Background: an optimization exercise with open tools, aiming at small area, a short achievable clock period and few clock cycles. Do not read the settings as production practice. Only the layout flow was run in this run; the RTL was not checked for function there. Power and IR drop assume default switching activity.

File: config.mk
export PLATFORM = sky130hd
export DESIGN_NAME = ddr_rw
export DESIGN_NICKNAME = ddr_rw
export VERILOG_FILES = /design/flow/design.v
export SDC_FILE = /design/flow/constraint.sdc
export NUM_CORES = 4
export LEC_CHECK = 0
export CAP_MARGIN = 20
export CORE_MARGIN = 2
export CORE_UTILIZATION = 60
export PLACE_DENSITY = 0.7
export SETUP_SLACK_MARGIN = 4.5
export SLEW_MARGIN = 20
File: constraint.sdc
create_clock -name core_clock -period 8.0 [get_ports {c3_clk0}]
set_input_delay 1.6000 -clock core_clock [delete_from_list [all_inputs] [get_ports {c3_clk0}]]
set_output_delay 1.6000 -clock core_clock [all_outputs]
set_load 0.01 [all_outputs]
File: design.v
`timescale 1ns / 1ps
module ddr_rw
(
   input               c3_clk0,
   input               c3_rst0,                
   input               pic_store_done,         
   output reg          lbp_finish,             
   output reg          c3_p0_cmd_en,
   output reg [2:0]    c3_p0_cmd_instr,
   output reg [5:0]    c3_p0_cmd_bl,
   output reg [29:0]   c3_p0_cmd_byte_addr,
   input               c3_p0_cmd_full,
   output reg          c3_p0_wr_en,
   output reg [15:0]   c3_p0_wr_mask,
   output reg [127:0]  c3_p0_wr_data,
   input               c3_p0_wr_full,
   output reg          c3_p0_rd_en,
   input  [127:0]      c3_p0_rd_data,
   input               c3_p0_rd_empty
);
function [12:0] hp;
   input [15:0] p;
   hp = {p[15:12], p[10:6], p[4:1]};
endfunction
function [15:0] add2;
   input [12:0] x;
   input [12:0] y;
   add2 = {{1'b0, x[12:9]} + {1'b0, y[12:9]},
           {1'b0, x[8:4]}  + {1'b0, y[8:4]},
           {1'b0, x[3:0]}  + {1'b0, y[3:0]}};
endfunction
function [15:0] add4;
   input [12:0] a;
   input [12:0] b;
   input [12:0] c;
   input [12:0] d;
   add4 = {{2'b0, a[12:10]} + {2'b0, b[12:10]} + {2'b0, c[12:10]} + {2'b0, d[12:10]},
           {2'b0, a[8:5]}   + {2'b0, b[8:5]}   + {2'b0, c[8:5]}   + {2'b0, d[8:5]},
           {2'b0, a[3:1]}   + {2'b0, b[3:1]}   + {2'b0, c[3:1]}   + {2'b0, d[3:1]}};
endfunction
localparam PH_O0 = 3'd0,    
           PH_LD = 3'd1,    
           PH_O1 = 3'd2,    
           PH_X1 = 3'd3,    
           PH_E0 = 3'd4,    
           PH_E1 = 3'd5;    
reg        run;
reg [2:0]  ph;
reg [3:0]  dj;
reg [6:0]  dr;
reg        ddone;
reg [1:0]  pc;
reg [3:0]  rj;
reg [6:0]  rr;
reg        rdone;
reg [6:0]  ocnt;       
reg [3:0]  wj;
reg [8:0]  wrow;       
reg        wdone;
reg [63:0] pa;         
reg [63:0] tw;         
reg [51:0] pb;         
reg [12:0] p8;         
wire [15:0] hd [0:7];
genvar g;
generate for (g = 0; g < 8; g = g + 1) begin : hdsplit
   assign hd[g] = c3_p0_rd_data[127-16*g -: 16];
end endgenerate
reg  hsel;             
reg  esel;             
reg  [64:0] yq;        
wire [12:0] xh [0:4];
wire [15:0] xf [0:3];
wire [12:0] yh [0:4];
generate for (g = 0; g < 4; g = g + 1) begin : win
   assign xf[g] = hsel ? tw[63-16*g -: 16] : pa[63-16*g -: 16];
   assign xh[g] = hsel ? pb[51-13*g -: 13] : hp(pa[63-16*g -: 16]);
   assign yh[g] = yq[64-13*g -: 13];
end endgenerate
assign xh[4] = hsel ? p8 : hp(tw[63:48]);
assign yh[4] = yq[12:0];
wire [127:0] word;
generate for (g = 0; g < 4; g = g + 1) begin : slot
   wire [15:0] u = add2(xh[g], xh[g+1]);
   wire [15:0] v = add2(xh[g], yh[g]);
   wire [15:0] c = add4(xh[g], xh[g+1], yh[g], yh[g+1]);
   assign word[127-32*g -: 32] = esel ? {xf[g], u} : {v, c};
end endgenerate
wire hv  = !c3_p0_rd_empty && !c3_p0_rd_en;         
wire cr  = !pc[1] && !c3_p0_wr_full;                
wire act = run && !ddone;
wire can    = run && !wdone && !c3_p0_cmd_en;
wire want_w = (pc != 2'd0);
wire want_r = !rdone && (ocnt <= 7'd62);
wire sel_r  = can && want_r && (!want_w || ocnt < 7'd32);
wire sel_w  = can && want_w && !sel_r;
wire push_r = sel_r && !c3_p0_cmd_full;
wire push_w = sel_w && !c3_p0_cmd_full;
wire [6:0] ocnt_k = ocnt - {6'd0, c3_p0_rd_en};
wire [6:0] ocnt_r = ocnt_k + ((rj == 4'd15) ? 7'd1 : 7'd2);
reg [2:0] ph_n;
always @* begin
   ph_n = ph;
   if (act)
      case (ph)
         PH_O0: if (hv && (dr == 7'd0 || cr)) ph_n = PH_LD;
         PH_LD: ph_n = PH_O1;
         PH_O1: if (hv) ph_n = PH_X1;
         PH_X1: ph_n = (dr == 7'd127) ? PH_O0 : PH_E0;
         PH_E0: if (cr) ph_n = PH_E1;
         default: ph_n = (hv && cr) ? PH_LD : PH_O0;
      endcase
end
wire grp_done = act && ((ph == PH_X1 && dr != 7'd0) || ph == PH_E1);
wire [1:0] pc_k   = pc + {1'b0, grp_done};
wire [1:0] pc_w   = pc_k - 2'd1;
always @(posedge c3_clk0) begin
   if (c3_rst0) begin
      run <= 1'b0;
      lbp_finish <= 1'b0;
      ph <= PH_O0;
      hsel <= 1'b0;
      esel <= 1'b0;
      dj <= 4'd0;
      dr <= 7'd0;
      ddone <= 1'b0;
      pc <= 2'd0;
      rj <= 4'd0;
      rr <= 7'd0;
      rdone <= 1'b0;
      ocnt <= 7'd0;
      wj <= 4'd0;
      wrow <= 9'd130;
      wdone <= 1'b0;
      c3_p0_cmd_en <= 1'b0;
      c3_p0_wr_en <= 1'b0;
      c3_p0_rd_en <= 1'b0;
   end else begin
      run <= pic_store_done;
      if (c3_p0_cmd_en && wdone)
         lbp_finish <= 1'b1;
      c3_p0_cmd_en <= push_r || push_w;
      if (push_r) begin
         rr <= rr + 7'd1;
         if (rr == 7'd127) begin
            rj <= rj + 4'd1;
            if (rj == 4'd15)
               rdone <= 1'b1;
         end
      end
      if (push_w) begin
         if (wrow == 9'd383) begin
            wrow <= 9'd130;
            wj <= wj + 4'd1;
            if (wj == 4'd15)
               wdone <= 1'b1;
         end else
            wrow <= wrow + 9'd1;
      end
      ocnt <= push_r ? ocnt_r : ocnt_k;
      pc <= push_w ? pc_w : pc_k;
      hsel <= (ph_n == PH_X1) || (ph_n == PH_E1);
      esel <= (ph_n == PH_E0) || (ph_n == PH_E1);
      c3_p0_wr_en <= 1'b0;
      c3_p0_rd_en <= 1'b0;
      if (act) begin
         ph <= ph_n;
         case (ph)
            PH_O0: c3_p0_rd_en <= (ph_n == PH_LD) && (dj != 4'd15);
            PH_LD: c3_p0_wr_en <= (dr != 7'd0);
            PH_O1: c3_p0_rd_en <= (ph_n == PH_X1);
            PH_X1: begin
               c3_p0_wr_en <= (dr != 7'd0);
               if (dr == 7'd127) begin
                  dr <= 7'd0;
                  dj <= dj + 4'd1;
                  if (dj == 4'd15)
                     ddone <= 1'b1;
               end
            end
            PH_E0: c3_p0_wr_en <= (ph_n == PH_E1);
            default: begin
               c3_p0_wr_en <= 1'b1;
               c3_p0_rd_en <= (ph_n == PH_LD) && (dj != 4'd15);
               dr <= dr + 7'd1;
            end
         endcase
      end
   end
end
always @(posedge c3_clk0) begin
   c3_p0_cmd_instr <= sel_r ? 3'b001 : 3'b010;
   c3_p0_cmd_bl <= {5'd0, !(sel_r && rj == 4'd15)};
   if (sel_r)
      c3_p0_cmd_byte_addr <= {10'd0, 2'd0, rr, 2'd0, ({1'b0, rj} + 5'd1), 4'd0};
   else
      c3_p0_cmd_byte_addr <= {10'd0, wrow, 1'b0, wj[3], !wj[3], wj[2:0], 1'b1, 4'd0};
   c3_p0_wr_mask <= 16'd0;
   c3_p0_wr_data <= word;
   if (ph == PH_LD) begin
      pa <= c3_p0_rd_data[127:64];
      tw <= c3_p0_rd_data[63:0];
   end
   if (ph == PH_O1)
      yq <= {hp(tw[63:48]), hp(tw[47:32]), hp(tw[31:16]), hp(tw[15:0]), hp(hd[0])};
   else
      yq <= {hp(hd[0]), hp(hd[1]), hp(hd[2]), hp(hd[3]), hp(hd[4])};
   if (ph == PH_X1) begin
      p8 <= yq[12:0];
      pb <= {hp(tw[63:48]), hp(tw[47:32]), hp(tw[31:16]), hp(tw[15:0])};
   end
end
endmodule
File: run.sh
#!/bin/bash
# synth_recipe.tcl (not shown) runs the flow's synth.tcl, then flattens the netlist and writes it again
# the make line also repeats each setting of config.mk as NAME=value (left out here)
make -C /OpenROAD-flow-scripts/flow DESIGN_CONFIG=/design/flow/config.mk WORK_HOME=/design/flow/orfs CLKGATE_MAP_FILE= SYNTH_SCRIPT=/design/flow/synth_recipe.tcl finish
==> impl_metrics.py <==
metrics = {
    "status": {
        "outcome": "no timing/DRC/antenna violations",
    },
    "critical_path": {
        "worst-r2r-setup-slack_ns": 4.56,
        "worstSetupStartpointType": "register",
        "cp_max_fo": 7,
        "crit_required_ns": 8.41,
        "critPathSlowestCell": "fa_1",
        "end_kind": "register",
        "worst_path_dominant_cell_family": "adder cells",
        "crit_arrival_ns": 3.86,
        "crit_path_max_incr_delay_ns": 0.49,
        "crit_chain": "buf_4 > buf_4 > buf_4 > mux2_2 > fa_1 > fa_1 > ha_1 > fa_1 > xor2_1 > nor2_1 > a21oi_1",
        "path_class": "register to register",
        "critPathBufInv": 3,
    },
    "run": {
        "cap_violations": 0,
    },
    "cells_and_area": {
        "drive_above_1_share": 0.104,
        "finish.utilization": 0.742,
        "syn_to_final_growth_pct": 21.6,
        "finalNetCount": 2658,
        "final_cells": 2805,
        "postLayoutCellArea_um2": 28000,
    },
    "synth": {
        "synth_edf_count": 193,
        "yosys_warnings": 1,
        "seq_area_frac_synth": 0.485,
        "ys.flop_type": "dfxtp_1",
        "syn_inst": 1965,
        "netlist_area_um2": 23000,
        "synth_top_area_share": 0.252,
        "synth-async-reset-ratio": 0,
        "synth-seq-cells": 461,
        "avgSynthCellArea_um2": 11.7,
        "synthTopCellsByArea": "edfxtp_1 25%, dfxtp_1 23%, fa_1 9.1%",
        "synth.distinct_cells": 59,
        "synth_largest_area_cell": "edfxtp_1",
    },
    "worst_hold_path": {
        "hold_path.class": "register to register",
    },
    "grt": {
        "grt_pass1_vias": 15678,
        "grt_overflow_total": 0,
        "antenna_found_initial": 10,
        "grtUsageTotal": 0.265,
        "grt_first_pass_wirelength_um": 81700,
        "grt_start_max_net_pins": 81,
    },
    "clocking": {
        "clock-sinks": 461,
        "clockBufferDepth": 3,
        "clock-root-buffer": "clkbuf_16",
        "htreeDepth": 2,
        "clk_latency_ns": 0.58,
        "cts_tree": "built",
        "clk_pin_slew_ns": 0.06,
        "numCtsBuffers": 48,
    },
    "power": {
        "leakage_nw": 11.5,
        "clock_power_share": 0.358,
        "p_sw_frac": 0.256,
        "power.internal_mw": 4.63,
        "power.density_nw_per_um2": 222,
        "power_frac_seq": 0.447,
        "netSwitchingPower_mw": 1.59,
        "combPwrFrac": 0.195,
        "ir_worst_vdd_mv": 0.206,
    },
    "sta": {
        "hold_slack_ns": 0.405,
        "skew_ns": 0.0151,
        "rsz0062_at_grt": "yes",
        "setup_viol": 0,
        "tns_ns": 0,
        "min_period_ns": 3.44,
        "fmax_mhz": 290,
        "finalCritPeriodShare": 0.430,
        "slew_headroom": 0.243,
        "hold_viol_final": 0,
        "drv_slew": 0,
        "worst-slew-pin-transition_ns": 1.14,
    },
    "placed_design": {
        "portBuffers": 283,
        "dp.cells": 2702,
        "dp_hpwl_um": 36800,
        "placed_area_um2": 26200,
        "gp_congestion": 0.876,
    },
    "die": {
        "coreArea_um2": 37800,
        "die_w_um": 200,
        "num_io_pins": 321,
        "num_rows": 71,
        "die_h_um": 200,
        "fp.dieArea_um2": 40000,
        "initial_core_util": 0.610,
    },
    "detailed_routing": {
        "viasPerCell": 5.39,
        "wl_per_cell_um": 18.9,
        "drt_wl_total_um": 52900,
        "drtIter0Drc": 823,
        "ant_nets": 0,
        "dr_total_vias": 15121,
        "drc": 0,
        "drt_pre_antenna_iters": 5,
    },
}
==> routing by layer <==
layer / vias to the layer above / routed length [um] / track usage / share of wire
li1: 7260 / - / - / -
met1: 7423 / 23400 / 0.356 / 0.44
met2: 344 / 25400 / 0.440 / 0.48
met3: 84 / 2870 / 0.0514 / 0.054
met4: 10 / 1180 / 0.0765 / 0.022
met5: - / 70 / 0 / 0.0013
==> synthesized netlist by cell type, types with 14 or more instances <==
cell        n
inv_1     182
xor2_1     56
mux2i_1    60
buf_4      37
and2_1     21
nand3_1    14
dfxtp_1   268
a21oi_1   162
clkbuf_1   52
fa_1      105
o21ai_0    31
nand2_1    83
a211oi_1   14
mux2_2    117
nor2_1    128
nand2b_1   21
ha_1      168
edfxtp_1  193
a21o_1     57
xnor2_1    52
nor2b_1    39
==> what timing repair did <==
item                                    CTS  global route
hold buffers                              0             0
setup buffers                             5             3
endpoints found under the setup margin   50            18
hold endpoints to repair                  0             0
resized for setup                        11             8
cloned                                    1             1
==> metrics by stage <==
stage / power, mW / worst slack [ns]
global route: 6.49 / 4.43
floorplan: 3.44 / 4.56
finish: 6.22 / 4.56
detailed placement: 4.04 / 3.73
global placement: 4.01 / 3.85
CTS: 6.26 / 4.45
==> power by group through the flow <==
stage	clock, mW	combinational (mW)	sequential [mW]
after global routing	2.35	1.35	2.80
after global placement	0	1.17	2.83
final	2.22	1.21	2.78
after floorplan	0	0.573	2.87
after detailed placement	0	1.21	2.83
after CTS	2.26	1.22	2.78
==> flip-flops by register name, indices dropped and copies added (netlist names), 2 cells and up <==
name and count:
dj 4, pa 64, dr 7, pb 52, yq 65, tw 64, p8 13, c3_p0_cmd_byte_addr 15
wrow 9, c3_p0_cmd_instr 2, wj 4, ph 3, rj 4, c3_p0_wr_data 128, rr 7, ocnt 7
pc 2
==> cell type report <==
cell class	instances	area (um^2)
tap	511	639
sequential	461	11200
clock inverter	22	223
inverter	182	683
clock buffer	66	1340
multi-input combinational	1255	10900
antenna	5	12.5
timing repair buffer	303	3080
fill	2638	9750
==> worst paths after layout <==
path / startpoint / endpoint / cells after the start
max: hsel$_SDFF_PP0_ / c3_p0_wr_data[3]$_DFF_P_ / 11
min: yq[0]$_DFF_P_ / p8[0]$_DFFE_PN_ / 0
max reg2reg: hsel$_SDFF_PP0_ / c3_p0_wr_data[3]$_DFF_P_ / 11
min reg2reg: yq[0]$_DFF_P_ / p8[0]$_DFFE_PN_ / 0
==> cell families after synthesis <==
kind of cell | share of synthesized area
AOI/OAI and AO/OA | 0.0778
xor gates and xnor gates | 0.0411
adders and majority gates | 0.183
buffers and inverters | 0.0529
DFF | 0.485
muxes | 0.0833
other | 0.000163
and+or+nand+nor | 0.0777
==> worst register-to-register path, cell delays in order, from the launching register on <==
cell	delay, ns
dfxtp_4	0.46
buf_4	0.19
buf_4	0.15
buf_4	0.15
mux2_2	0.43
fa_1	0.49
fa_1	0.49
ha_1	0.24
fa_1	0.38
xor2_1	0.15
nor2_1	0.08
a21oi_1	0.07
==> placed cells by master (no fill, tap or decap), types with 51 or more instances in the layout <==
cell	netlist	routed
mux2_2	117	117
a21oi_1	162	148
edfxtp_1	193	193
ha_1	168	168
inv_1	182	181
dfxtp_1	268	266
xnor2_1	52	52
fa_1	105	105
clkdlybuf4s50_1	0	283
a21o_1	57	57
xor2_1	56	56
nor2_1	128	128
nand2_1	83	83
mux2i_1	60	60
clkbuf_16	0	51

port drivers added, routing unchanged:
Ports are ideal in the flow. The routed layout listed here was re-timed in OpenROAD. Step 1: set_driving_cell puts a clkbuf_16 on c3_clk0 and a buf_2 on each other input, an assumption about the parent block. Step 2, shift: input delay + t, output delay - t, t = (earliest + latest rising clock arrival at the registers) / 2. This alone moves slack from input paths to output paths. Slacks: ideal ports / drivers / drivers and shift; pairs: ideal ports / drivers.
shift t [ns]: 0.631
setup slack, ns: 4.556 / 4.556 / 4.217
worst hold slack (ns): 0.405 / 0.405 / 0.405
worst setup path at the end: input to register
After both steps this run still meets setup and hold. The setup slack of this run moves by 0.000 ns with the drivers and by -0.339 ns with both steps.
